Source: an optimization exercise on an open RTL-to-GDS flow (aim: small area). Production flows keep margins and buffers that such runs may drop.
Function was checked by simulation only, so behaviour that the tests miss may differ from the original.
Power figures rest on the tool's default switching activity, not on a simulated workload.

==> constraint.sdc <==
create_clock -name core_clock -period 20.0 [get_ports {clk}]
set_input_delay 4.0000 -clock core_clock [delete_from_list [all_inputs] [get_ports {clk}]]
set_output_delay 4.0000 -clock core_clock [all_outputs]
set_load 0.01 [all_outputs]
==> flow/genmodels.py <==
# Generate Verilog models of the combinational single-output cells of a liberty file
import re,sys
lib=open(sys.argv[1]).read()
skip=re.compile(r'__(fa|ha|fah|fahcin|fahcon|df|edf|sdf|sedf|dl|sdl|conb|ebuf|einv|bufbuf|lpflow|sdlclk|dlclk|dlrtp|dlxt|dlxb|tap|fill|decap|diode|probe|lpflow|macro|clkdlybuf|dlygate|dlymetal)')
out=[]
for m in re.finditer(r'\n\s*cell\s*\(\s*"?(sky130_fd_sc_hd__\w+)"?\s*\)\s*\{', lib):
    name=m.group(1)
    if skip.search(name): continue
    # find the cell body: up to next "\n    cell (" 
    start=m.end(); nxt=lib.find('\n    cell (', start)
    body=lib[start:nxt if nxt>0 else len(lib)]
    pins=re.findall(r'\n\s*pin\s*\(\s*"?(\w+)"?\s*\)\s*\{(.*?)\n\s{8}\}', body, re.S)
    ins=[]; outs=[]
    for pn,pb in pins:
        d=re.search(r'direction\s*:\s*"?(\w+)"?',pb)
        if not d: continue
        if d.group(1)=='input': ins.append(pn)
        elif d.group(1)=='output':
            f=re.search(r'function\s*:\s*"([^"]*)"',pb)
            outs.append((pn,f.group(1) if f else None))
    if len(outs)!=1 or outs[0][1] is None or not ins: continue
    fn=outs[0][1].replace('!','~')
    fn=re.sub(r'\)\s*\(', ') & (', fn)
    out.append('module %s(%s);\n  input %s;\n  output %s;\n  assign %s = %s;\nendmodule\n' % (name, ', '.join(ins+[outs[0][0]]), ', '.join(ins), outs[0][0], outs[0][0], fn))
open(sys.argv[2],'w').write('\n'.join(out))
print(len(out),'models')
==> flow/flip.py <==
#!/usr/bin/env python3
# Choose full-adder cells to implement in inverted polarity, FA(~a,~b,~c) = ~FA(a,b,c),
# so that fewer inverters sit between adders, flip-flops and ports, and rewrite the
# netlist with explicit inversions (assign) around the flipped adders for ABC to absorb.
import re, sys, random, math, collections
src = open(sys.argv[1]).read()
OUTP = {'X', 'Y', 'Q', 'Q_N', 'SUM', 'COUT'}
cellre = re.compile(r'(\n\s*)(sky130_fd_sc_hd__\w+)\s+(\S+)\s*\((.*?)\);', re.S)
pinre = re.compile(r'\.(\w+)\(([^()]*)\)')
inst = {}
for m in cellre.finditer(src):
    t, n, body = m.group(2), m.group(3), m.group(4)
    inst[n] = (t, dict((p, v.strip()) for p, v in pinre.findall(body)))
def isinv(t): return re.search(r'__inv_\d', t) is not None
def isfa(t): return re.search(r'__fa_\d', t) is not None
def isbox(t): return re.search(r'__(fa|ha|df|edf|dfrtn)', t) is not None
drv = {}
for n, (t, p) in inst.items():
    for pin, net in p.items():
        if pin in OUTP: drv[net] = (n, pin)
def base(net):
    inv = False
    while net in drv and isinv(inst[drv[net][0]][0]):
        net = inst[drv[net][0]][1]['A']; inv = not inv
    return net, inv
# box input consumers of each base net
cons = collections.defaultdict(list)
for n, (t, p) in inst.items():
    if not isbox(t): continue
    for pin, net in p.items():
        if pin in OUTP or pin in ('CLK', 'CLK_N', 'RESET_B', 'SET_B'): continue
        b, i = base(net)
        cons[b].append((n, pin, i))
fas = sorted(n for n, (t, p) in inst.items() if isfa(t))
flip = {n: 0 for n in fas}
# nets touched by each FA (its inputs' bases and its outputs)
touch = collections.defaultdict(set)
for b, cl in cons.items():
    for (n, pin, i) in cl:
        if n in flip: touch[n].add(b)
    if b in drv and drv[b][0] in flip: touch[drv[b][0]].add(b)
def netcost(b):
    pol = 1 if (b in drv and drv[b][0] in flip and flip[drv[b][0]]) else 0
    need = set()
    for (n, pin, i) in cons[b]:
        w = int(i) ^ (flip[n] if n in flip else 0)
        need.add(w ^ pol)
    return 1 if 1 in need else 0
def delta(n):
    before = sum(netcost(b) for b in touch[n])
    flip[n] ^= 1
    after = sum(netcost(b) for b in touch[n])
    flip[n] ^= 1
    return after - before
total = sum(netcost(b) for b in cons)
random.seed(12345)
cur = total; best = total; bestflip = dict(flip); T = 1.5
for it in range(60000):
    n = fas[random.randrange(len(fas))]
    d = delta(n)
    if d <= 0 or random.random() < math.exp(-d / T):
        flip[n] ^= 1; cur += d
        if cur < best: best = cur; bestflip = dict(flip)
    T = max(0.02, T * 0.9999)
flip = bestflip
sys.stderr.write('box-input inversions: %d -> %d, flipped %d of %d adders\n' % (total, best, sum(flip.values()), len(fas)))
# rewrite
newwires = []; assigns = []
def repl(m):
    lead, t, n, body = m.group(1), m.group(2), m.group(3), m.group(4)
    if n not in flip or not flip[n]: return m.group(0)
    key = re.sub(r'\W', '_', n)
    def pr(pm):
        pin, net = pm.group(1), pm.group(2).strip()
        w = 'flp_%s_%s' % (key, pin)
        newwires.append(w)
        if pin in ('A', 'B', 'CIN'): assigns.append('  assign %s = ~%s ;' % (w, net))
        else: assigns.append('  assign %s = ~%s ;' % (net, w))
        return '.%s(%s)' % (pin, w)
    return '%s%s %s (%s);' % (lead, t, n, pinre.sub(pr, body))
out = cellre.sub(repl, src)
i = out.index(');', out.index('module ')) + 2
out = out[:i] + '\n' + ''.join('  wire %s;\n' % w for w in newwires) + out[i:]
j = out.rindex('endmodule')
out = out[:j] + '\n'.join(assigns) + '\n' + out[j:]
open(sys.argv[2], 'w').write(out)
==> flow/area.abc <==
strash
dc2
&get -n
&dch -f
&nf -p -a -R 2000 -C 32
&put
==> flow/post.ys.in <==
# Re-map the combinational logic of the standard synthesis netlist.
# Flip-flops, full and half adders stay as they are (blackboxes); every other
# cell is replaced by its function and mapped again by ABC for area.
read_liberty -lib @LIB@
read_verilog -sv flipped.v
hierarchy -top Segway
techmap -map models.v
techmap
opt -fast -purge
abc -script flow/area.abc -liberty @LIB@ @DONTUSE@
opt_clean -purge
hilomap -singleton -hicell sky130_fd_sc_hd__conb_1 HI -locell sky130_fd_sc_hd__conb_1 LO
insbuf -buf sky130_fd_sc_hd__buf_4 A X
splitnets
opt_clean -purge
tee -o post_stat.txt stat -liberty @LIB@
write_verilog -noattr -nohex -nodec @OUT@
==> config.mk <==
export PLATFORM = sky130hd
export DESIGN_NAME = Segway
export DESIGN_NICKNAME = Segway
export VERILOG_FILES = /design/flow/design.v
export SDC_FILE = /design/flow/constraint.sdc
export NUM_CORES = 4
export LEC_CHECK = 0
export CAP_MARGIN = 20
export CORE_MARGIN = 2
export CORE_UTILIZATION = 40
export CTS_BUF_LIST = sky130_fd_sc_hd__clkbuf_8
export CTS_CLUSTER_DIAMETER = 60
export CTS_CLUSTER_SIZE = 20
export PLACE_DENSITY = 0.6
export SLEW_MARGIN = 20
==> flow/run.sh <==
#!/bin/bash
# Layout flow: the standard synthesis, a re-mapping of its combinational logic
# (same flip-flops), then the standard flow with clock tree synthesis without
# dummy loads. Each tool writes its output to a log here.
set -euo pipefail
LIB=$FLOW_HOME/platforms/$FLOW_PLATFORM/lib/sky130_fd_sc_hd__tt_025C_1v80.lib
RES=orfs/results/$FLOW_PLATFORM/Segway/base

# 1. standard synthesis
bash standard.sh synth > synth_std.log 2>&1
cp $RES/1_2_yosys.v netlist_std.v

# 2. choose full adders to implement inverted, then re-map the other logic
python3 flow/genmodels.py $LIB models.v > genmodels.log 2>&1
python3 flow/flip.py netlist_std.v flipped.v > flip.log 2>&1
DONTUSE=$(sed -n '/DONT_USE_CELLS += /,/^$/p' $FLOW_HOME/platforms/$FLOW_PLATFORM/config.mk | tr ' \\' '\n\n' | grep '^sky130' | sed 's/^/-dont_use /' | tr '\n' ' ')
sed -e "s|@LIB@|$LIB|g" -e "s|@DONTUSE@|$DONTUSE|" -e "s|@OUT@|netlist_post.v|" flow/post.ys.in > post.ys
yosys -s post.ys > post.log 2>&1
cp netlist_post.v $RES/1_2_yosys.v

# 3. the netlist database again from the new netlist, then the rest of the flow
bash standard.sh synth > synth_odb.log 2>&1
bash standard.sh "CTS_ARGS=-sink_clustering_enable -repair_clock_nets -buf_list {sky130_fd_sc_hd__clkbuf_4 sky130_fd_sc_hd__clkbuf_8 sky130_fd_sc_hd__clkbuf_16} -sink_clustering_size 20 -sink_clustering_max_diameter 60 -dont_use_dummy_load" finish > finish.log 2>&1
==> standard.sh <==
#!/bin/bash
# synth_recipe.tcl (not shown) runs the flow's synth.tcl, then flattens the netlist and writes it again
# the make line also repeats each setting of config.mk as NAME=value (left out here)
make -C /OpenROAD-flow-scripts/flow DESIGN_CONFIG=/design/flow/config.mk WORK_HOME=/design/flow/orfs CLKGATE_MAP_FILE= SYNTH_SCRIPT=/design/flow/synth_recipe.tcl "${@:-finish}"
==> design.v <==
module Segway(clk,RST_n,LED,INERT_SS_n,INERT_MOSI,
              INERT_SCLK,INERT_MISO,A2D_SS_n,A2D_MOSI,A2D_SCLK,
              A2D_MISO,PWM_rev_rght,PWM_frwrd_rght,PWM_rev_lft,
              PWM_frwrd_lft,piezo_n,piezo,INT,RX);
  input clk,RST_n;
  input INERT_MISO;                      
  input A2D_MISO;                        
  input INT;                             
  input RX;                              
  output [7:0] LED;
  output A2D_SS_n, INERT_SS_n;
  output A2D_MOSI, INERT_MOSI;
  output A2D_SCLK, INERT_SCLK;
  output PWM_rev_rght, PWM_frwrd_rght;
  output PWM_rev_lft, PWM_frwrd_lft;
  output piezo_n,piezo;
  wire rst_n;
  wire [11:0] lft_ld, rght_ld;
  wire batt_low;
  wire vld, upd;
  wire [15:0] ptch;
  wire pwr_up;
  wire [11:0] ld_cell_diff;
  wire en_steer, rider_off;
  wire lft_rev, rght_rev;
  wire [10:0] lft_spd, rght_spd;
  wire ovr_spd;
  assign LED = 8'h00;
  reg [17:0] tmr;
  always @(posedge clk, negedge rst_n)
    if (!rst_n) tmr <= 18'h00000;
    else tmr <= tmr + 1'b1;
  Auth_blk Auth_block(.clk(clk), .rst_n(rst_n), .rider_off(rider_off), .pwr_up(pwr_up), .RX(RX));
  inert_intf Inertial_Interface(.clk(clk), .rst_n(rst_n), .tmr_full(&tmr[15:0]), .vld(vld), .upd(upd),
                                .ptch(ptch), .SS_n(INERT_SS_n), .SCLK(INERT_SCLK), .MOSI(INERT_MOSI),
                                .MISO(INERT_MISO), .INT(INT));
  balance_cntrl balance_control(.clk(clk), .rst_n(rst_n), .vld(vld), .upd(upd), .ptch(ptch),
                                .ld_cell_diff(ld_cell_diff), .lft_spd(lft_spd), .lft_rev(lft_rev),
                                .rght_spd(rght_spd), .rght_rev(rght_rev), .rider_off(rider_off),
                                .en_steer(en_steer), .pwr_up(pwr_up), .ovr_spd(ovr_spd));
  steer_en steer_enable(.clk(clk), .rst_n(rst_n), .lft_ld(lft_ld), .rght_ld(rght_ld),
                        .ld_cell_diff(ld_cell_diff), .en_steer(en_steer), .rider_off(rider_off));
  mtr_drv motor_drive(.clk(clk), .rst_n(rst_n), .en(pwr_up), .cnt(tmr[10:0]),
                      .PWM_rev_lft(PWM_rev_lft), .PWM_frwrd_lft(PWM_frwrd_lft),
                      .PWM_rev_rght(PWM_rev_rght), .PWM_frwrd_rght(PWM_frwrd_rght),
                      .lft_spd(lft_spd), .lft_rev(lft_rev), .rght_spd(rght_spd), .rght_rev(rght_rev));
  A2D_Intf A2D_interface(.clk(clk), .rst_n(rst_n), .nxt(vld), .lft_ld(lft_ld), .rght_ld(rght_ld),
                         .batt_low(batt_low), .SS_n_A2D(A2D_SS_n), .SCLK_A2D(A2D_SCLK),
                         .MOSI_A2D(A2D_MOSI), .MISO_A2D(A2D_MISO));
  piezo pepperoni_piezo(.tmr(tmr), .norm_mode(en_steer), .ovr_spd(ovr_spd), .batt_low(batt_low),
                        .piezo(piezo), .piezo_n(piezo_n));
  rst_synch iRST(.clk(clk), .RST_n(RST_n), .rst_n(rst_n));
endmodule
module rca #(parameter W = 8) (a, b, ci, s, co);
  input [W-1:0] a, b;
  input ci;
  output [W-1:0] s;
  output co;
  wire [W:0] c;
  assign c[0] = ci;
  genvar i;
  generate for (i = 0; i < W; i = i + 1) begin : g
    assign s[i] = a[i] ^ b[i] ^ c[i];
    assign c[i+1] = (a[i] & b[i]) | (c[i] & (a[i] ^ b[i]));
  end endgenerate
  assign co = c[W];
endmodule
module cch #(parameter W = 8) (a, b, ci, co);
  input [W-1:0] a, b;
  input ci;
  output co;
  wire [W:0] c;
  assign c[0] = ci;
  genvar i;
  generate for (i = 0; i < W; i = i + 1) begin : g
    assign c[i+1] = (a[i] & b[i]) | (c[i] & (a[i] | b[i]));
  end endgenerate
  assign co = c[W];
endmodule
module Auth_blk(clk, rst_n, rider_off, pwr_up, RX);
	input clk, rst_n;
	input RX, rider_off;
	output pwr_up;
	localparam [1:0] OFF = 2'd0, PWR1 = 2'd1, PWR2 = 2'd2;
	reg [1:0] state, nxt_state;
	reg clr_rx_rdy;
	wire rx_rdy, is_g, is_s;
	UART_rcv receiver(.clk(clk), .rst_n(rst_n), .RX(RX), .clr_rdy(clr_rx_rdy), .rdy(rx_rdy),
	                  .is_g(is_g), .is_s(is_s));
	wire go = rx_rdy & is_g;
	wire stop = rx_rdy & is_s;
	assign pwr_up = (state != OFF);
	always @(posedge clk, negedge rst_n)
		if (!rst_n) state <= OFF;
		else state <= nxt_state;
	always @* begin
		nxt_state = OFF;
		clr_rx_rdy = 1'b0;
		case (state)
			OFF: if (go) begin clr_rx_rdy = 1'b1; nxt_state = PWR1; end
			PWR1: if (stop) begin clr_rx_rdy = 1'b1; nxt_state = PWR2; end
			      else nxt_state = PWR1;
			default: if (go) begin clr_rx_rdy = 1'b1; nxt_state = PWR1; end
			         else if (rider_off) nxt_state = OFF;
			         else nxt_state = PWR2;
		endcase
	end
endmodule
module UART_rcv(clk, rst_n, RX, rdy, is_g, is_s, clr_rdy);
	input clk, rst_n;
	input RX;
	input clr_rdy;
	output reg rdy;
	output reg is_g, is_s;
	localparam [7:0] G = 8'h67, S = 8'h73;
	reg state;                   
	reg [3:0] bit_cnt;
	reg [11:0] baud_cnt;
	reg rx_ff1, rx_ff2;
	wire shift = ~|baud_cnt;
	wire start = ~state & ~rx_ff2;
	wire set_rdy = state & (bit_cnt == 4'd10);
	always @(posedge clk, negedge rst_n)
		if (!rst_n) state <= 1'b0;
		else if (start) state <= 1'b1;
		else if (set_rdy) state <= 1'b0;
	always @(posedge clk)
		if (~state) bit_cnt <= 4'd0;
		else if (shift) bit_cnt <= bit_cnt + 1'b1;
	always @(posedge clk)
		if (~state) baud_cnt <= 12'h69E;
		else if (shift) baud_cnt <= 12'hEFE;
		else baud_cnt <= {baud_cnt[10:0], ~(baud_cnt[11] ^ baud_cnt[5] ^ baud_cnt[3] ^ baud_cnt[0])};
	wire [2:0] bi = bit_cnt[2:0] - 3'd1;
	wire data_bit = state & shift & (bit_cnt >= 4'd1) & (bit_cnt <= 4'd8);
	always @(posedge clk)
		if (start) begin
			is_g <= 1'b1;
			is_s <= 1'b1;
		end else if (data_bit) begin
			is_g <= is_g & (rx_ff2 == G[bi]);
			is_s <= is_s & (rx_ff2 == S[bi]);
		end
	always @(posedge clk, negedge rst_n)
		if (!rst_n) rdy <= 1'b0;
		else if (start | clr_rdy) rdy <= 1'b0;
		else if (set_rdy) rdy <= 1'b1;
	always @(posedge clk, negedge rst_n)
		if (!rst_n) begin
			rx_ff1 <= 1'b1;
			rx_ff2 <= 1'b1;
		end else begin
			rx_ff1 <= RX;
			rx_ff2 <= rx_ff1;
		end
endmodule
module SPI_mstr16(clk, rst_n, wrt, SS_n, SCLK, done, smpl, k);
	input clk, rst_n;
	input wrt;
	output SS_n, SCLK;
	output done;
	output smpl;
	output [3:0] k;
	localparam [9:0] IDLE_D = 10'b11111_10111;
	reg busy;
	reg [9:0] d;
	wire last = (d == 10'b01111_11111);
	assign smpl = busy & (d[9] ? (d[4:0] == 5'b11111)
	                           : ((d[4:0] == 5'b01111) & (|d[8:5])));
	assign k = d[9] ? 4'h0 : d[8:5];
	assign SCLK = d[4];
	assign SS_n = ~busy;
	always @(posedge clk)
		if (busy & ~last) d <= d + 1'b1;
		else d <= IDLE_D;
	always @(posedge clk, negedge rst_n)
		if (!rst_n) busy <= 1'b0;
		else if (busy) busy <= ~last;
		else busy <= wrt;
	assign done = ~busy;
endmodule
module inertial_integrator(clk, rst_n, upd, ptch_rt, AZ, ptch);
	input clk, rst_n;
	input upd;
	input [15:0] ptch_rt;
	input [15:0] AZ;
	output [15:0] ptch;
	reg [26:0] ptch_int;
	assign ptch = ptch_int[26:11];
	wire [8:0] ah; wire x0;
	rca #(9) u0(.a(AZ[15:7]), .b(9'h003), .ci(1'b0), .s(ah), .co(x0));
	wire [15:0] a = {ah, AZ[6:0]};
	wire [16:0] f5h; wire f5c;
	rca #(17) u1(.a({{3{a[15]}}, a[15:2]}), .b({a[15], a}), .ci(1'b0), .s(f5h), .co(f5c));
	wire [18:0] f5 = {f5h, a[1:0]};
	wire [18:0] a19 = {{3{a[15]}}, a};
	wire [18:0] f7; wire x2;
	rca #(19) u2(.a({a, 3'b000}), .b(~a19), .ci(1'b1), .s(f7), .co(x2));
	wire [19:0] mh_a = {f5[18], f5};                  
	wire [19:0] mh_b = {{7{f7[18]}}, f7[18:6]};
	wire c13;
	cch #(7) u3(.a(mh_a[6:0]), .b(mh_b[6:0]), .ci(1'b0), .co(c13));
	wire [12:0] acc; wire x3;
	rca #(13) u4(.a(mh_a[19:7]), .b(mh_b[19:7]), .ci(c13), .s(acc), .co(x3));
	wire [15:0] nptch = ~ptch;
	wire cf;
	cch #(16) u5(.a({{3{acc[12]}}, acc}), .b(nptch), .ci(1'b0), .co(cf));
	wire fus = ~(acc[12] ^ nptch[15] ^ cf);
	wire [15:0] rc; wire x5;
	rca #(16) u6(.a(ptch_rt), .b(16'hFC3E), .ci(1'b0), .s(rc), .co(x5));
	wire [26:0] n; wire x6;
	rca #(27) u7(.a(ptch_int), .b(~{{11{rc[15]}}, rc}), .ci(1'b1), .s(n), .co(x6));
	wire [16:0] nh; wire x7;
	rca #(17) u8(.a(n[26:10]), .b({17{~fus}}), .ci(fus), .s(nh), .co(x7));
	always @(posedge clk, negedge rst_n)
		if (!rst_n) ptch_int <= 27'd0;
		else if (upd) ptch_int <= {nh, n[9:0]};
endmodule
module inert_intf(clk, rst_n, tmr_full, vld, upd, ptch, SS_n, SCLK, MOSI, MISO, INT);
	input clk, rst_n;
	input tmr_full;              
	input INT;
	input MISO;
	output vld;                  
	output upd;                  
	output [15:0] ptch;
	output SS_n, SCLK, MOSI;
	localparam [3:0] INIT1 = 4'd0, INIT2 = 4'd1, INIT3 = 4'd2, INIT4 = 4'd3,
	                 WAIT_A = 4'd4, WAIT_B = 4'd5, VLD2 = 4'd6, ASRT_VLD = 4'd7,
	                 READ1_A = 4'd8, READ1_B = 4'd9, READ1_C = 4'd10, READ2 = 4'd11,
	                 READ3 = 4'd12, READ4 = 4'd13;
	reg [3:0] state, nxt_state;
	reg wrt;
	reg INT_meta1, INT_meta2;
	reg [31:0] chain;
	reg [15:0] cmd;
	wire done, smpl;
	wire [3:0] k;
	SPI_mstr16 spi(.clk(clk), .rst_n(rst_n), .wrt(wrt), .SS_n(SS_n), .SCLK(SCLK),
	               .done(done), .smpl(smpl), .k(k));
	inertial_integrator intgr(.clk(clk), .rst_n(rst_n), .upd(upd),
	                          .ptch_rt({chain[23:16], chain[31:24]}),
	                          .AZ({chain[7:0], chain[15:8]}), .ptch(ptch));
	always @(posedge clk) begin
		INT_meta1 <= INT;
		INT_meta2 <= INT_meta1;
	end
	always @(posedge clk)
		if (smpl & k[3]) chain <= {chain[30:0], MISO};
	always @* begin
		case (state)
			INIT2: cmd = 16'h0D02;
			INIT3: cmd = 16'h1053;
			INIT4: cmd = 16'h1150;
			WAIT_A, READ1_B: cmd = 16'h1460;
			READ1_A: cmd = 16'hA200;
			READ2: cmd = 16'hA300;
			READ3: cmd = 16'hAC00;
			READ4: cmd = 16'hAD00;
			default: cmd = 16'h0000;
		endcase
	end
	assign MOSI = cmd[~k];
	always @(posedge clk, negedge rst_n)
		if (!rst_n) state <= INIT1;
		else state <= nxt_state;
	assign vld = (state == ASRT_VLD);
	assign upd = (state == VLD2);
	always @* begin
		nxt_state = state;
		wrt = 1'b0;
		case (state)
			INIT1: if (tmr_full) begin nxt_state = INIT2; wrt = 1'b1; end
			INIT2: if (done) begin nxt_state = INIT3; wrt = 1'b1; end
			INIT3: if (done) begin nxt_state = INIT4; wrt = 1'b1; end
			INIT4: if (done) begin nxt_state = WAIT_A; wrt = 1'b1; end
			WAIT_A: if (INT_meta2) begin nxt_state = done ? READ1_A : READ1_B; wrt = 1'b1; end
			WAIT_B, VLD2: begin
				nxt_state = WAIT_B;
				if (INT_meta2) begin nxt_state = done ? READ1_A : READ1_C; wrt = 1'b1; end
			end
			READ1_A, READ1_B, READ1_C: if (done) begin nxt_state = READ2; wrt = 1'b1; end
			READ2: if (done) begin nxt_state = READ3; wrt = 1'b1; end
			READ3: if (done) begin nxt_state = READ4; wrt = 1'b1; end
			READ4: if (done) begin nxt_state = ASRT_VLD; wrt = 1'b1; end
			ASRT_VLD: nxt_state = VLD2;
			default: nxt_state = WAIT_B;
		endcase
	end
endmodule
module balance_cntrl(clk, rst_n, vld, upd, ptch, ld_cell_diff, lft_spd, lft_rev,
                     rght_spd, rght_rev, rider_off, en_steer, pwr_up, ovr_spd);
	input clk, rst_n;
	input vld;                        
	input upd;                        
	input [15:0] ptch;
	input [11:0] ld_cell_diff;
	input rider_off, en_steer, pwr_up;
	output [10:0] lft_spd, rght_spd;
	output lft_rev, rght_rev;
	output ovr_spd;
	reg [17:0] integrator;
	reg [9:0] err1, err2;             
	reg [10:0] lft_mag, rght_mag;
	reg lft_sgn, rght_sgn;
	wire [9:0] err = ptch[15] ? (&ptch[14:9] ? ptch[9:0] : 10'h200)
	                          : (|ptch[14:9] ? 10'h1FF : ptch[9:0]);
	wire [17:0] nxt_integrator;
	wire ci0;
	rca #(18) a_int(.a(integrator), .b({{8{err[9]}}, err}), .ci(1'b0), .s(nxt_integrator), .co(ci0));
	wire overflow = (integrator[17] == err[9]) & (nxt_integrator[17] != err[9]);
	always @(posedge clk)
		if (~pwr_up | rider_off) integrator <= 18'h00000;
		else if (vld & ~overflow) integrator <= nxt_integrator;
	always @(posedge clk, negedge rst_n)
		if (!rst_n) begin
			err1 <= 10'h000;
			err2 <= 10'h000;
		end else if (upd) begin
			err1 <= err;
			err2 <= err1;
		end
	wire [10:0] lft_mag_n, rght_mag_n;
	wire lft_sgn_n, rght_sgn_n;
	bal_dp dp(.err(err), .err2(err2), .ih(integrator[17:2]), .ld_cell_diff(ld_cell_diff), .en_steer(en_steer),
	          .lft_mag(lft_mag_n), .lft_sgn(lft_sgn_n), .rght_mag(rght_mag_n), .rght_sgn(rght_sgn_n));
	always @(posedge clk) begin
		lft_mag <= lft_mag_n;
		lft_sgn <= lft_sgn_n;
		rght_mag <= rght_mag_n;
		rght_sgn <= rght_sgn_n;
	end
	assign lft_rev = lft_sgn;
	assign rght_rev = rght_sgn;
	assign lft_spd = lft_mag;
	assign rght_spd = rght_mag;
	assign ovr_spd = pwr_up & ((lft_mag[10] & lft_mag[9] & |lft_mag[8:0]) |
	                           (rght_mag[10] & rght_mag[9] & |rght_mag[8:0]));
endmodule
module bal_dp(err, err2, ih, ld_cell_diff, en_steer, lft_mag, lft_sgn, rght_mag, rght_sgn);
	input [9:0] err, err2;
	input [15:0] ih;                  
	input [11:0] ld_cell_diff;
	input en_steer;
	output [10:0] lft_mag, rght_mag;
	output lft_sgn, rght_sgn;
	wire [9:0] d_diff;
	wire ci1;
	rca #(10) a_dd(.a(err), .b(~err2), .ci(1'b1), .s(d_diff), .co(ci1));
	wire [6:0] q = d_diff[9] ? (&d_diff[8:6] ? d_diff[6:0] : 7'h40)
	                         : (|d_diff[8:6] ? 7'h3F : d_diff[6:0]);
	wire [12:0] e13 = {{3{err[9]}}, err};
	wire [12:0] e7;                   
	wire ci2;
	rca #(13) a_e7(.a({err, 3'b000}), .b(~e13), .ci(1'b1), .s(e7), .co(ci2));
	wire [7:0] q5h;                   
	wire ci3;
	rca #(8) a_q5(.a({q[6], q}), .b({{3{q[6]}}, q[6:2]}), .ci(1'b0), .s(q5h), .co(ci3));
	wire [9:0] q5 = {q5h, q[1:0]};
	wire [12:0] xh;                   
	wire ci4;
	rca #(13) a_x(.a({e7[12], e7[12:1]}), .b({{3{q5[9]}}, q5}), .ci(1'b0), .s(xh), .co(ci4));
	wire [13:0] x = {xh, e7[0]};
	wire [14:0] pid_h;
	wire ci5;
	rca #(15) a_pid(.a({x[13], x}), .b(ih[15:1]), .ci(1'b0), .s(pid_h), .co(ci5));
	wire [15:0] PID = {pid_h, ih[0]};
	wire [15:0] ldd = {{7{ld_cell_diff[11]}}, ld_cell_diff[11:3]} & {16{en_steer}};
	wire [15:0] pid_p, pid_m;         
	wire ci6, ci7;
	rca #(16) a_p(.a(PID), .b(ldd), .ci(1'b0), .s(pid_p), .co(ci6));
	rca #(16) a_m(.a(PID), .b(~ldd), .ci(1'b1), .s(pid_m), .co(ci7));
	wire [10:0] mag_p, mag_m;
	wire sgn_p, sgn_m;
	shape shp(.t(pid_p), .mag(mag_p), .sgn(sgn_p));
	shape shm(.t(pid_m), .mag(mag_m), .sgn(sgn_m));
	assign {lft_mag, lft_sgn} = PID[15] ? {mag_p, sgn_p} : {mag_m, sgn_m};
	assign {rght_mag, rght_sgn} = PID[15] ? {mag_m, sgn_m} : {mag_p, sgn_p};
endmodule
module shape(t, mag, sgn);
	input [15:0] t;
	output [10:0] mag;
	output sgn;
	wire neg = t[15];
	wire [10:0] u = t[10:0] ^ {11{neg}};      
	wire hz7 = neg ? &t[14:7] : ~|t[14:7];
	wire hz10 = neg ? &t[14:10] : ~|t[14:10];
	wire hz11 = neg ? &t[14:11] : ~|t[14:11];
	wire ho10 = neg ? ~|t[14:10] : &t[14:10];   
	wire [10:0] m_band;
	wire cb;
	rca #(11) a_b(.a(u), .b(11'd980), .ci(neg), .s(m_band), .co(cb));
	wire big = cb | ~hz11;
	wire sml = hz7 & (neg ? (u[6:0] < 7'd69) : (u[6:0] < 7'd70));
	wire wrap = ho10 & (u[9:0] >= 10'h02C);    
	wire [6:0] a7;                             
	wire ca;
	rca #(7) a_a(.a(u[6:0]), .b(7'd0), .ci(neg), .s(a7), .co(ca));
	wire [6:0] m_sh;                           
	wire [3:0] m_sl = 4'd0 - a7[3:0];
	wire bsl = |a7[3:0];                       
	wire cs;
	rca #(7) a_s(.a(a7), .b(~{4'b0000, a7[6:4]}), .ci(~bsl), .s(m_sh), .co(cs));
	wire [10:0] m_small = {m_sh, m_sl};
	assign mag = sml ? m_small : (big ? 11'h7FF : m_band);
	assign sgn = neg ^ (~sml & wrap);
endmodule
module steer_en(clk, rst_n, lft_ld, rght_ld, ld_cell_diff, en_steer, rider_off);
	input clk, rst_n;
	input [11:0] lft_ld, rght_ld;
	output [11:0] ld_cell_diff;
	output reg en_steer;
	output rider_off;
	localparam [1:0] IDLE = 2'd0, WAIT = 2'd1, STEER_EN = 2'd2;
	reg [1:0] state, nxt_state;
	reg [15:0] waitTimer;
	reg clr_tmr;
	wire [11:0] sum;
	wire c0, c1;
	rca #(12) a_s(.a(lft_ld), .b(rght_ld), .ci(1'b0), .s(sum), .co(c0));
	rca #(12) a_d(.a(lft_ld), .b(~rght_ld), .ci(1'b1), .s(ld_cell_diff), .co(c1));
	wire neg = ld_cell_diff[11];
	wire [11:0] u = ld_cell_diff ^ {12{neg}};
	wire sum_gt_min = sum[11] | sum[10] | sum[9];
	assign rider_off = ~sum_gt_min;
	wire gt4;
	cch #(12) c_4(.a(u), .b({3'b111, ~sum[10:2]}), .ci(neg), .co(gt4));
	wire diff_gt_fourth = ~sum[11] & gt4;
	wire [6:0] s4 = sum[10:4];
	wire [3:0] m_l = 4'd0 - s4[3:0];
	wire [6:0] m_h;
	wire c2;
	rca #(7) a_m(.a(s4), .b(~{4'b0000, s4[6:4]}), .ci(~|s4[3:0]), .s(m_h), .co(c2));
	wire gt15;
	cch #(12) c_15(.a(u), .b(~{1'b0, m_h, m_l}), .ci(neg), .co(gt15));
	wire diff_gt_15_16 = ~sum[11] & gt15;
	wire tmr_full = (waitTimer == 16'hD577);
	always @(posedge clk)
		if (clr_tmr) waitTimer <= 16'h0000;
		else waitTimer <= {waitTimer[14:0], ~(waitTimer[15] ^ waitTimer[14] ^ waitTimer[12] ^ waitTimer[3])};
	always @(posedge clk, negedge rst_n)
		if (!rst_n) state <= IDLE;
		else state <= nxt_state;
	always @* begin
		nxt_state = IDLE;
		clr_tmr = 1'b0;
		en_steer = 1'b0;
		case (state)
			IDLE: if (sum_gt_min) begin nxt_state = WAIT; clr_tmr = 1'b1; end
			WAIT: begin
				if (~sum_gt_min) nxt_state = IDLE;
				else if (diff_gt_fourth) begin nxt_state = WAIT; clr_tmr = 1'b1; end
				else if (tmr_full) begin nxt_state = STEER_EN; en_steer = 1'b1; end
				else nxt_state = WAIT;
			end
			default: begin
				if (~sum_gt_min) nxt_state = IDLE;
				else if (diff_gt_15_16) begin nxt_state = WAIT; clr_tmr = 1'b1; end
				else begin nxt_state = STEER_EN; en_steer = 1'b1; end
			end
		endcase
	end
endmodule
module PWM11(PWM_sig, clk, rst_n, en, cnt, duty);
	input clk, rst_n;
	input en;
	input [10:0] cnt;
	input [10:0] duty;
	output reg PWM_sig;
	always @(posedge clk)
		if (~en | (cnt >= duty))
			PWM_sig <= 1'b0;
		else if (cnt == 11'h000)
			PWM_sig <= 1'b1;
endmodule
module mtr_drv(PWM_rev_lft, PWM_frwrd_lft, PWM_rev_rght, PWM_frwrd_rght,
               clk, rst_n, en, cnt, lft_spd, lft_rev, rght_spd, rght_rev);
	output PWM_rev_lft, PWM_frwrd_lft, PWM_rev_rght, PWM_frwrd_rght;
	input clk, rst_n;
	input en;                        
	input [10:0] cnt;
	input lft_rev, rght_rev;
	input [10:0] lft_spd, rght_spd;
	wire lftMotor, rghtMotor;
	PWM11 lftPWM(.PWM_sig(lftMotor), .clk(clk), .rst_n(rst_n), .en(en), .cnt(cnt), .duty(lft_spd));
	PWM11 rghtPWM(.PWM_sig(rghtMotor), .clk(clk), .rst_n(rst_n), .en(en), .cnt(cnt), .duty(rght_spd));
	assign PWM_rev_lft    = lftMotor & lft_rev;
	assign PWM_frwrd_lft  = lftMotor & ~lft_rev;
	assign PWM_rev_rght   = rghtMotor & rght_rev;
	assign PWM_frwrd_rght = rghtMotor & ~rght_rev;
endmodule
module A2D_Intf(clk, rst_n, nxt, lft_ld, rght_ld, batt_low, SS_n_A2D, SCLK_A2D, MOSI_A2D, MISO_A2D);
	input clk, rst_n;
	input nxt;
	output reg [11:0] lft_ld, rght_ld;
	output batt_low;
	input MISO_A2D;
	output SS_n_A2D, SCLK_A2D, MOSI_A2D;
	localparam [1:0] IDLE = 2'd0, SPI_1 = 2'd1, WAIT = 2'd2, SPI_2 = 2'd3;
	reg [1:0] state, nxt_state;
	reg [1:0] rr;
	reg wrt, update;
	reg [11:0] rx;
	reg batt11;
	wire done, smpl;
	wire [3:0] k;
	SPI_mstr16 spi(.clk(clk), .rst_n(rst_n), .wrt(wrt), .SS_n(SS_n_A2D), .SCLK(SCLK_A2D),
	               .done(done), .smpl(smpl), .k(k));
	assign MOSI_A2D = ((k == 4'd2) & (rr != 2'd0)) | ((k == 4'd4) & (rr == 2'd2));
	always @(posedge clk)
		if (smpl) rx <= {rx[10:0], MISO_A2D};
	always @(posedge clk, negedge rst_n)
		if (!rst_n) rr <= 2'd0;
		else if (update) rr <= rr[1] ? 2'd0 : rr + 1'b1;
	always @(posedge clk, negedge rst_n)
		if (!rst_n) lft_ld <= 12'h000;
		else if (update & (rr == 2'd0)) lft_ld <= rx;
	always @(posedge clk, negedge rst_n)
		if (!rst_n) rght_ld <= 12'h000;
		else if (update & (rr == 2'd1)) rght_ld <= rx;
	always @(posedge clk, negedge rst_n)
		if (!rst_n) batt11 <= 1'b0;
		else if (update & (rr == 2'd2)) batt11 <= rx[11];
	assign batt_low = ~batt11;
	always @(posedge clk, negedge rst_n)
		if (!rst_n) state <= IDLE;
		else state <= nxt_state;
	always @* begin
		nxt_state = IDLE;
		wrt = 1'b0;
		update = 1'b0;
		case (state)
			IDLE: if (nxt) begin wrt = 1'b1; nxt_state = SPI_1; end
			SPI_1: nxt_state = done ? WAIT : SPI_1;
			WAIT: begin wrt = 1'b1; nxt_state = SPI_2; end
			default: if (done) update = 1'b1; else nxt_state = SPI_2;
		endcase
	end
endmodule
module piezo(tmr, norm_mode, ovr_spd, batt_low, piezo, piezo_n);
	input [17:0] tmr;
	input norm_mode, ovr_spd, batt_low;
	output piezo, piezo_n;
	wire norm_tone_dur = tmr[17] & tmr[16];
	assign piezo = ovr_spd ? (tmr[6] & (batt_low ? tmr[15] : tmr[16])) :
	               batt_low ? (tmr[7] & norm_tone_dur) :
	               norm_mode & tmr[8] & norm_tone_dur;
	assign piezo_n = ~piezo;
endmodule
module rst_synch(RST_n, clk, rst_n);
	input RST_n, clk;
	output rst_n;
	reg reg1, rst_n;
	always @(negedge clk, negedge RST_n) begin
		if (!RST_n) begin
			reg1 <= 0;
			rst_n <= 0;
		end
		else begin
			reg1 <= 1'b1;
			rst_n <= reg1;
		end
	end
endmodule
==> notes.md, run 1 <==
Routed WL 31600 microns; fin. max-slew vios 0; Post-route DRC 0; fin crit share 93.2%; NumNets Final 1922; yosys warns 11; I/O pins 26; Final Skew 0.0771 ns; Mapped Cells 1537; crit-path most repeated cell fa_1; PwrDens 52.9 nW/um^2; CTS Buf Count 27; CTS Root Cell clkbuf_16; Port Buf Inserts 17; ANT cells 0; CP max-delay cell xor2_1; Synth Area per Inst 11.2 sq um; Max clock buf depth 3; CTS sink cnt 254; via count 11021; CP Capture Type flip-flop; Via density 5.16; CP Data Arrival Time 19.02 ns; Logic pwr share 2.8%; class of the worst hold path flip-flop to flip-flop; register share of total power 54.8%; slew of the pin with the lowest slew margin 0.951 ns; fin crit period 18.64 ns; vias in the first global route 11434; clock latency (worst-skew pair) 0.57 ns; first-pass GRT wire length 55400 microns; crit-path max FO 10; CTS tree built; VDD IR max 0.0602 mV; setup_tns 0 ns; height of the die 211 microns; Crit path required time 20.38 ns; die area 44500 sq um; Layout area overhead 9.86%; clock network fraction of total power 42.4%; number of detailed-route iterations in the first pass 4; largest net degree at the start of global routing 62; Core Footprint 42100 sq um; fin cells 2136; outcome no timing/DRC/antenna violations; CP peak stage delay 0.50 ns; Max Cap Viol 0; DRT iter0 DRCs 555; ratio of cells with drive above 1 in the final layout 3.44%; WS Path Type flip-flop to flip-flop; die width 211 microns; CTS HTree Levels 1; total gr overflow 0; Initial Util 40.7%; RSZ-0062 raised after global routing no; placed cells 2108; post_cts resized 0; routed len/inst 14.8 microns; Netlist Area Pre-Place 17100 sq um; postcts setup bufs 0; # setup viols final 0; hold_ws 0.292 ns; row cnt 75; initial antenna violation count 0; Detailed Place HPWL 24800 microns; Detail Route Antenna Nets 0; normalized max-slew margin 36.4%; Final Hold Viols 0; Switch Pwr 0.210 mW; CTS clk-pin slew, worst paths 0.06 ns; Switching Fraction 21.1%; cts hold-fix bufs 0; internal power 0.785 mW; leakage power 8.01 nW; Worst setup SP type flip-flop; Tot Pwr 0.995 mW; Tot GR Track Use 15.0%; GP Congestion 0.870; Max Clk Rate 0.0536 GHz
## power groups by stage
stage / registers [mW] / logic, mW / clock network [mW]
2_1_floorplan: 0.556 / 0.0207 / 0
3_3_place_gp: 0.555 / 0.0268 / 0
3_5_place_dp: 0.555 / 0.0285 / 0
4_1_cts: 0.545 / 0.0283 / 0.437
5_1_grt: 0.547 / 0.0315 / 0.455
6_report: 0.545 / 0.0275 / 0.422
## metrics by stage
step                setup WS [ns]  util [%]  area [sq um]
detailed placement           1.15      43.0         18100
global placement             1.31      43.0         18100
CTS                          1.10      44.6         18800
global route                0.367      44.7         18800
finish                       1.36      44.7         18800
floorplan                    1.33         -         17200
## critical path, delay by kind of cell, from the launching register on
| kind | cells | cell delay (ns) |
|---|---|---|
| buffers and inverters | 10 | 1.19 |
| adders and majority gates | 37 | 12.49 |
| and+or+nand+nor | 5 | 1.01 |
| xor gates and xnor gates | 3 | 1.29 |
| muxes | 1 | 0.31 |
| AOI/OAI and AO/OA | 10 | 1.89 |
| DFF | 1 | 0.35 |
## layout by cell type (no fill, tap or decap), types with 8 or more instances in the layout
cell type / instances
a22oi_1: 15
fa_1: 196
nand2_1: 89
mux2_1: 46
clkdlybuf4s50_1: 17
o22ai_1: 18
dfrtp_1: 106
xor2_1: 19
xnor2_1: 64
a21oi_1: 82
nor2_1: 111
clkbuf_16: 27
nand4_1: 9
mux2i_1: 21
nor2b_1: 36
or2_0: 8
conb_1: 9
o21ai_0: 77
edfxtp_1: 44
clkinv_1: 159
dfxtp_1: 100
ha_1: 121
nor3_1: 21
buf_4: 15
nand2b_1: 18
nor4_1: 12
nand3_1: 31
## sequential cells by signal (all words and copies together) (netlist names), 12 cells and up
signal                             count
A2D_interface.rx                      12
A2D_interface.lft_ld                  12
Inertial_Interface.chain              32
A2D_interface.rght_ld                 12
tmr                                   18
Inertial_Interface.intgr.ptch_int     27
balance_control.integrator            18
Auth_block.receiver.baud_cnt          12
steer_enable.waitTimer                16
## layout make-up
class | instances | area [sq um]
clock buffers | 27 | 676
fillers | 3897 | 23300
inverters | 159 | 597
multi-input cells | 1123 | 10500
flip-flops and latches | 254 | 6080
well taps | 539 | 674
repair buffers | 34 | 305
## path summary, 6_finish.rpt
check                                                     from  slack [ns]                                   to  cells past startpoint
max                        A2D_interface.lft_ld[0]$_DFFE_PN0P_        1.36  balance_control.rght_mag[7]$_DFF_P_                     66
min reg2reg                                iRST.reg1$_DFF_NN0_        0.29                 iRST.rst_n$_DFF_NN0_                      0
max reg2reg                A2D_interface.lft_ld[0]$_DFFE_PN0P_        1.36  balance_control.rght_mag[7]$_DFF_P_                     66
min in group asynchronous                 iRST.rst_n$_DFF_NN0_       10.44     A2D_interface.state[1]$_DFF_PN0_                      1
min                                        iRST.reg1$_DFF_NN0_        0.29                 iRST.rst_n$_DFF_NN0_                      0
max in group asynchronous                                RST_n        6.35                  iRST.reg1$_DFF_NN0_                      1
## layer usage
layer	vias up	routed length (microns)	GRT usage (%)
met5	-	0	0
met3	46	993	2.04
met2	155	14900	24.6
met4	0	732	3.84
met1	5451	14900	20.9
li1	5369	-	-
==> run 2: changes to the inputs <==
--- a/flow/run.sh
+++ b/flow/run.sh
@@ -22,2 +22,2 @@
 bash standard.sh synth > synth_odb.log 2>&1
-bash standard.sh "CTS_ARGS=-sink_clustering_enable -repair_clock_nets -buf_list {sky130_fd_sc_hd__clkbuf_4 sky130_fd_sc_hd__clkbuf_8 sky130_fd_sc_hd__clkbuf_16} -sink_clustering_size 20 -sink_clustering_max_diameter 60 -dont_use_dummy_load" finish > finish.log 2>&1
+bash standard.sh "CTS_ARGS=-sink_clustering_enable -repair_clock_nets -buf_list sky130_fd_sc_hd__clkbuf_4 -sink_clustering_size 12 -sink_clustering_max_diameter 40 -dont_use_dummy_load" finish > finish.log 2>&1
==> flow/area.abc (replaced) <==
strash
dc2
dch -f
amap
--- a/flow/flip.py
+++ b/flow/flip.py
@@ -15,3 +15,3 @@
 def isfa(t): return re.search(r'__fa_\d', t) is not None
-def isbox(t): return re.search(r'__(fa|ha|df|edf|dfrtn)', t) is not None
+def isbox(t): return re.search(r"__(fa|df|edf|dfrtn)", t) is not None
 drv = {}
--- a/flow/genmodels.py
+++ b/flow/genmodels.py
@@ -3,3 +3,3 @@
 lib=open(sys.argv[1]).read()
-skip=re.compile(r'__(fa|ha|fah|fahcin|fahcon|df|edf|sdf|sedf|dl|sdl|conb|ebuf|einv|bufbuf|lpflow|sdlclk|dlclk|dlrtp|dlxt|dlxb|tap|fill|decap|diode|probe|lpflow|macro|clkdlybuf|dlygate|dlymetal)')
+skip=re.compile(r'__(fa|fah|fahcin|fahcon|df|edf|sdf|sedf|dl|sdl|conb|ebuf|einv|bufbuf|lpflow|sdlclk|dlclk|dlrtp|dlxt|dlxb|tap|fill|decap|diode|probe|lpflow|macro|clkdlybuf|dlygate|dlymetal)')
 out=[]
@@ -20,6 +20,9 @@
             outs.append((pn,f.group(1) if f else None))
-    if len(outs)!=1 or outs[0][1] is None or not ins: continue
-    fn=outs[0][1].replace('!','~')
-    fn=re.sub(r'\)\s*\(', ') & (', fn)
-    out.append('module %s(%s);\n  input %s;\n  output %s;\n  assign %s = %s;\nendmodule\n' % (name, ', '.join(ins+[outs[0][0]]), ', '.join(ins), outs[0][0], outs[0][0], fn))
+    if any(f is None for _, f in outs) or not outs or not ins: continue
+    body=''
+    for on, f in outs:
+        fn=re.sub(r'\)\s*\(', ') & (', f.replace('!','~'))
+        body+='  assign %s = %s;\n' % (on, fn)
+    names=[o for o, _ in outs]
+    out.append('module %s(%s);\n  input %s;\n  output %s;\n%sendmodule\n' % (name, ', '.join(ins+names), ', '.join(ins), ', '.join(names), body))
 open(sys.argv[2],'w').write('\n'.join(out))
--- a/config.mk
+++ b/config.mk
@@ -9,3 +9,3 @@
 export CORE_MARGIN = 2
-export CORE_UTILIZATION = 40
+export CORE_UTILIZATION = 60
 export CTS_BUF_LIST = sky130_fd_sc_hd__clkbuf_8
@@ -13,3 +13,3 @@
 export CTS_CLUSTER_SIZE = 20
-export PLACE_DENSITY = 0.6
+export PLACE_DENSITY = 0.75
 export SLEW_MARGIN = 20
==> run 2 against run 1 <==
Against the previous run: largest cell class unchanged; total power down 18%; sequential cell count unchanged; still clean on timing, DRC and antenna; first-iteration DRC count up 65%.
==> notes.md, run 2 <==
outcome no timing/DRC/antenna violations; crit-path max FO 17 (+7); crit-path most repeated cell fa_1; Max Clk Rate 0.0550 GHz (+2.6%); CTS tree built; row cnt 59 (-21%); post_cts resized 0 (unchanged); Fillers 2128 (-45%); Worst setup SP type flip-flop; yosys warns 11 (unchanged); CTS Root Cell clkbuf_4; placed cells 2029 (-3.7%); Via density 5.79 (+12%); Final Skew 0.0934 ns (+0.0163 ns); final core occ 65.1% (+20 points); Tot GR Track Use 24.7% (+9.7 points); Max Cap Viol 0 (unchanged); initial antenna violation count 1 (+1); VDD IR max 0.0799 mV (+33%); Tot Pwr 0.818 mW (-18%); hold_ws 0.308 ns (+0.0159 ns); CP Capture Type flip-flop; Max clock buf depth 3 (unchanged); Placement Cell Area 16700 sq um (-8.0%); RSZ-0062 raised after global routing no; Final Hold Viols 0 (unchanged); first-pass GRT wire length 56900 microns (+2.6%); CP peak stage delay 0.72 ns (+0.22 ns); PwrDens 48.2 nW/um^2 (-8.7%); total gr overflow 0 (unchanged); clock latency (worst-skew pair) 0.66 ns (+0.09 ns); fin. max-slew vios 0 (unchanged); I/O pins 26 (unchanged); Mapped Cells 1664 (+8.3%); Crit path required time 20.48 ns (+0.10 ns); GP Congestion 0.939 (+7.9%); slew of the pin with the lowest slew margin 0.940 ns (-0.0108 ns); ratio of cells with drive above 1 in the final layout 3.47% (+0.022 points); largest net degree at the start of global routing 58 (-6.5%); CP Data Arrival Time 18.65 ns (-0.37 ns); CP max-delay cell o31ai_1; Place WS 1.55 ns (+0.408 ns); postcts setup bufs 0 (unchanged); die width 167 microns (-21%); height of the die 167 microns (-21%); Core Footprint 26100 sq um (-38%); CTS HTree Levels 2 (+1); class of the worst hold path flip-flop to flip-flop; fin crit share 90.9% (-2.4 points); Synth Area per Inst 9.59 sq um (-14%); Routed WL 32800 microns (+3.9%); number of detailed-route iterations in the first pass 5 (+1); fin crit period 18.17 ns (-0.474 ns); die area 27900 sq um (-37%); NumNets Final 1935 (+0.68%); Detailed Place HPWL 25800 microns (+4.2%); leakage power 6.36 nW (-21%); routed len/inst 15.9 microns (+7.4%); largest register by flop count Inertial_Interface.chain; normalized max-slew margin 37.1% (+0.64 points); most common cell after layout, fill and taps aside clkinv_1; cts hold-fix bufs 0 (unchanged); Layout area overhead 6.21%; Initial Util 61.3% (+21 points); WS Path Type flip-flop to flip-flop; final setup margin 1.83 ns (+0.474 ns); DRT iter0 DRCs 915 (+65%); most frequent cells in the layout clkinv_1 (258), nor2_1 (243), fa_1 (196); Port Buf Inserts 17 (unchanged); # setup viols final 0 (unchanged); vias in the first global route 11967 (+4.7%); final instance area 17000 sq um (-10%); fin cells 2067 (-3.2%); Detail Route Antenna Nets 0 (unchanged); CTS sink cnt 254 (unchanged); via count 11964 (+8.6%); number of flip-flops in the largest register 32 (unchanged); Post-route DRC 0 (unchanged); CTS clk-pin slew, worst paths 0.12 ns (+0.06 ns); CTS Buf Count 37 (+37%); Netlist Area Pre-Place 16000 sq um (-6.9%); Largest regs Inertial_Interface.chain (32), Inertial_Interface.intgr.ptch_int (27); setup_tns 0 ns (unchanged)
[run 2: cell count changes in the layout (fill, tap and decap cells not counted), sizes merged, moves of 14 or more]
cell,before,now
clkinv,159,258
ha,121,0
mux2,46,0
mux2i,21,0
nand2,90,121
nand2b,18,0
nand3,31,11
nor2,112,243
nor2b,36,22
o21ai,78,133
o22ai,18,111
xnor2,68,1
xor2,19,0
[run 2: worst max-delay path: cells and delay by family (launching register included)]
kind | cells | cell delay (ns)
buffers and inverters | 10 | 1.86
and+or+nand+nor | 13 | 1.49
DFF | 1 | 0.42
AOI/OAI and AO/OA | 17 | 3.99
adders and majority gates | 24 | 10.24
[run 2: layout make-up]
| type | count | area (sq um) | area share [%] |
|---|---|---|---|
| flip-flops and latches | 254 | 6080 | 35.9 |
| diodes | 1 | 2.50 | 0.0148 |
| well taps | 335 | 419 | 2.47 |
| repair buffers | 31 | 275 | 1.62 |
| multi-input cells | 1150 | 8920 | 52.6 |
| clock buffers | 37 | 278 | 1.64 |
| inverters | 259 | 976 | 5.76 |
[run 2: routing by layer]
metal  global-route usage (%)  routed length, microns
met1                     34.2                   14600
met2                     40.9                   15900
met3                     3.78                    1420
met4                     7.46                     905
met5                        0                       0
[run 2: path summary, 6_finish.rpt]
| kind | from | endpoint | slack [ns] | depth (start not counted) |
|---|---|---|---|---|
| worst max-delay path | A2D_interface.rght_ld[0]$_DFFE_PN0P_ | balance_control.rght_mag[3]$_DFF_P_ | 1.83 | 64 |
| worst min-delay path | iRST.reg1$_DFF_NN0_ | iRST.rst_n$_DFF_NN0_ | 0.31 | 0 |
| worst max register to register | A2D_interface.rght_ld[0]$_DFFE_PN0P_ | balance_control.rght_mag[3]$_DFF_P_ | 1.83 | 64 |
| worst min register to register | iRST.reg1$_DFF_NN0_ | iRST.rst_n$_DFF_NN0_ | 0.31 | 0 |
| min in group asynchronous | iRST.rst_n$_DFF_NN0_ | Inertial_Interface.intgr.ptch_int[20]$_DFFE_PN0P_ | 10.07 | 0 |
| max in group asynchronous | RST_n | iRST.reg1$_DFF_NN0_ | 6.39 | 1 |
[run 2: where the power goes]
part,internal [mW],total [mW],switching (mW)
Sequential,0.535,0.543,0.00733
Clock,0.0854,0.251,0.165
Combinational,0.0110,0.0245,0.0135
==> run 3: changes to the inputs <==
--- a/flow/run.sh
+++ b/flow/run.sh
@@ -22,2 +22,2 @@
 bash standard.sh synth > synth_odb.log 2>&1
-bash standard.sh "CTS_ARGS=-sink_clustering_enable -repair_clock_nets -buf_list sky130_fd_sc_hd__clkbuf_4 -sink_clustering_size 12 -sink_clustering_max_diameter 40 -dont_use_dummy_load" finish > finish.log 2>&1
+bash standard.sh "CTS_ARGS=-sink_clustering_enable -repair_clock_nets -buf_list sky130_fd_sc_hd__clkbuf_8 -sink_clustering_size 20 -sink_clustering_max_diameter 60 -dont_use_dummy_load" finish > finish.log 2>&1
--- a/config.mk
+++ b/config.mk
@@ -9,3 +9,3 @@
 export CORE_MARGIN = 2
-export CORE_UTILIZATION = 60
+export CORE_UTILIZATION = 40
 export CTS_BUF_LIST = sky130_fd_sc_hd__clkbuf_8
@@ -13,3 +13,3 @@
 export CTS_CLUSTER_SIZE = 20
-export PLACE_DENSITY = 0.75
+export PLACE_DENSITY = 0.6
 export SLEW_MARGIN = 20
==> run 3 against run 2 <==
Against the previous run: worst hold slack got worse by 0.0045 ns; final cell count rose by 8.7%; synthesized cell count unchanged; global-route usage decreased by 7.9 points; clock-buffer cell count decreased by 10; critical path depth fell by 1; sequential power is essentially flat; design area up 2.0%; non-clock buffer count up 1; total power rose by 4.7%; critical endpoint is now balance_control.lft_mag[2]$_DFF_P_; highest routed layer unchanged.
==> notes.md, run 3 <==
first-pass GRT wire length 57700 microns (+1.5%); height of the die 204 microns (+22%); number of flip-flops in the largest register 32 (unchanged); NumNets Final 1926 (-0.47%); Crit path required time 20.43 ns (-0.05 ns); DR WL met3 1020 microns (-28%); outcome no timing/DRC/antenna violations; Core Footprint 39500 sq um (+52%); Routed WL 32600 microns (-0.76%); # setup viols final 0 (unchanged); I/O pins 26 (unchanged); CP Capture Type flip-flop; internal power 0.666 mW (+5.4%); setup_tns 0 ns (unchanged); leakage power 6.39 nW (+0.50%); Mapped Cells 1664 (unchanged); Max Cap Viol 0 (unchanged); PwrDens 49.5 nW/um^2 (+2.6%); cts hold-fix bufs 0 (unchanged); fin crit share 92.4% (+1.6 points); CTS tree built; WS Path Type flip-flop to flip-flop; ANT cells 0 (-1); postcts setup bufs 0 (unchanged); Via density 5.19 (-10%); Worst Path Buf+Inv 9 (-1); VDD IR max 0.0419 mV (-48%); Tot Pwr 0.856 mW (+4.7%); row cnt 73 (+24%); yosys warns 11 (unchanged); CP Launch Point A2D_interface.rght_ld[0]$_DFFE_PN0P_; vias in the first global route 12028 (+0.51%); CP peak stage delay 0.67 ns (-0.05 ns); via count 11659 (-2.5%); total gr overflow 0 (unchanged); number of detailed-route iterations in the first pass 5 (unchanged); CTS sink cnt 254 (unchanged); DRT iter0 DRCs 610 (-33%); WHS Endpoint iRST.rst_n$_DFF_NN0_; RSZ-0062 raised after global routing no; post_cts resized 0 (unchanged); Place WS 1.34 ns (-0.212 ns); Switch Pwr 0.191 mW (+2.3%); largest net degree at the start of global routing 57 (-1.7%); worst reg-to-reg path cell count 63 (-1.6%); Max clock buf depth 3 (unchanged); register share of total power 63.4% (-3.0 points); GP Congestion 0.888 (-5.3%); Detail Route Antenna Nets 0 (unchanged); Detailed Place HPWL 25500 microns (-1.2%); fin crit period 18.49 ns (+0.317 ns); crit-path most repeated cell fa_1; CP max-delay cell o31ai_1; Switching Fraction 22.2% (-0.51 points); most common cell after layout, fill and taps aside clkinv_1; highest routed layer met4; largest register by flop count Inertial_Interface.chain; initial antenna violation count 0 (-1); Largest regs Inertial_Interface.chain (32), Inertial_Interface.intgr.ptch_int (27); Tot GR Track Use 16.8% (-7.9 points); Final Hold Viols 0 (unchanged); worst r2r src A2D_interface.rght_ld[0]$_DFFE_PN0P_; Post-route DRC 0 (unchanged); slew of the pin with the lowest slew margin 0.973 ns (+0.0330 ns); class of the worst hold path flip-flop to flip-flop; wire length on met2 15300 microns (-3.9%); routed len/inst 14.5 microns (-8.7%); fin. max-slew vios 0 (unchanged); final setup margin 1.51 ns (-0.317 ns); Port Buf Inserts 17 (unchanged); normalized max-slew margin 34.8% (-2.3 points); hold path cells 0 (unchanged); family with the most delay on the worst path adder cells; ratio of cells with drive above 1 in the final layout 2.90% (-0.56 points); CP Data Arrival Time 18.92 ns (+0.27 ns); die width 204 microns (+22%); die area 41500 sq um (+49%); Worst setup SP type flip-flop; Netlist Area Pre-Place 16000 sq um (unchanged); Synth Area per Inst 9.59 sq um (unchanged); CTS Root Cell clkbuf_8; Max Clk Rate 0.0541 GHz (-1.7%); reg2reg setup slack 1.51 ns (-0.32 ns); reg2reg end balance_control.lft_mag[2]$_DFF_P_; most frequent cells in the layout clkinv_1 (259), nor2_1 (243), fa_1 (196); clock network fraction of total power 33.7% (+3.0 points); CTS Buf Count 27 (-27%); Layout area overhead 8.34%; Final Skew 0.120 ns (+0.0261 ns); min-delay src iRST.reg1$_DFF_NN0_; crit-path max FO 17 (unchanged); clock latency (worst-skew pair) 0.64 ns (-0.02 ns); CTS clk-pin slew, worst paths 0.11 ns (about the same); met1 wire length 15500 microns (+6.0%); Initial Util 40.4% (-21 points); Logic pwr share 2.9% (about the same); CTS HTree Levels 1 (-1)
## run 3: cell types whose count changed in the layout (fill, tap and decap cells not counted), sizes merged
cell      delta
clkinvlp     -1
diode        -1
clkbuf      -10
buf          +1
clkinv       +1
## run 3: power by group through the flow
stage          combinational (mW)  clock [mW]  sequential (mW)
2_1_floorplan              0.0183           0            0.555
3_3_place_gp               0.0248           0            0.553
3_5_place_dp               0.0254           0            0.554
4_1_cts                    0.0255       0.305            0.543
5_1_grt                    0.0294       0.321            0.545
6_report                   0.0247       0.289            0.543
## run 3: how the worst max path moves through the flow
stage,slack (ns),to,depth (start not counted)
global placement,1.86,balance_control.lft_mag[2]$_DFF_P_,63
floorplan,0.96,balance_control.lft_mag[2]$_DFF_P_,54
detailed placement,1.34,balance_control.lft_mag[2]$_DFF_P_,63
global route,0.11,balance_control.lft_mag[3]$_DFF_P_,56
CTS,1.23,balance_control.lft_mag[2]$_DFF_P_,63
finish,1.51,balance_control.lft_mag[2]$_DFF_P_,63
## run 3: layer usage
layer,global-route usage (%),vias to the layer above
met3,2.16,54
met1,23.3,5618
met2,27.7,162
met5,0,-
li1,-,5825
met4,4.61,0
## run 3: layout make-up
type                    instances  area (sq um)
flip-flops and latches        254          6080
fillers                      3820         22300
repair buffers                 32           290
well taps                     525           657
multi-input cells            1150          8920
inverters                     259           972
clock buffers                  27           372
## run 3: through the flow
stage | util (%) | std cells | hold WS [ns] | area (sq um)
after floorplan | - | 1671 | 0.292 | 16000
after global placement | 42.7 | 2219 | 0.298 | 16900
after detailed placement | 42.8 | 2220 | 0.306 | 16900
after CTS | 43.7 | 2247 | 0.306 | 17300
after global routing | 43.7 | 2247 | 0.317 | 17300
final | 43.7 | 2247 | 0.303 | 17300
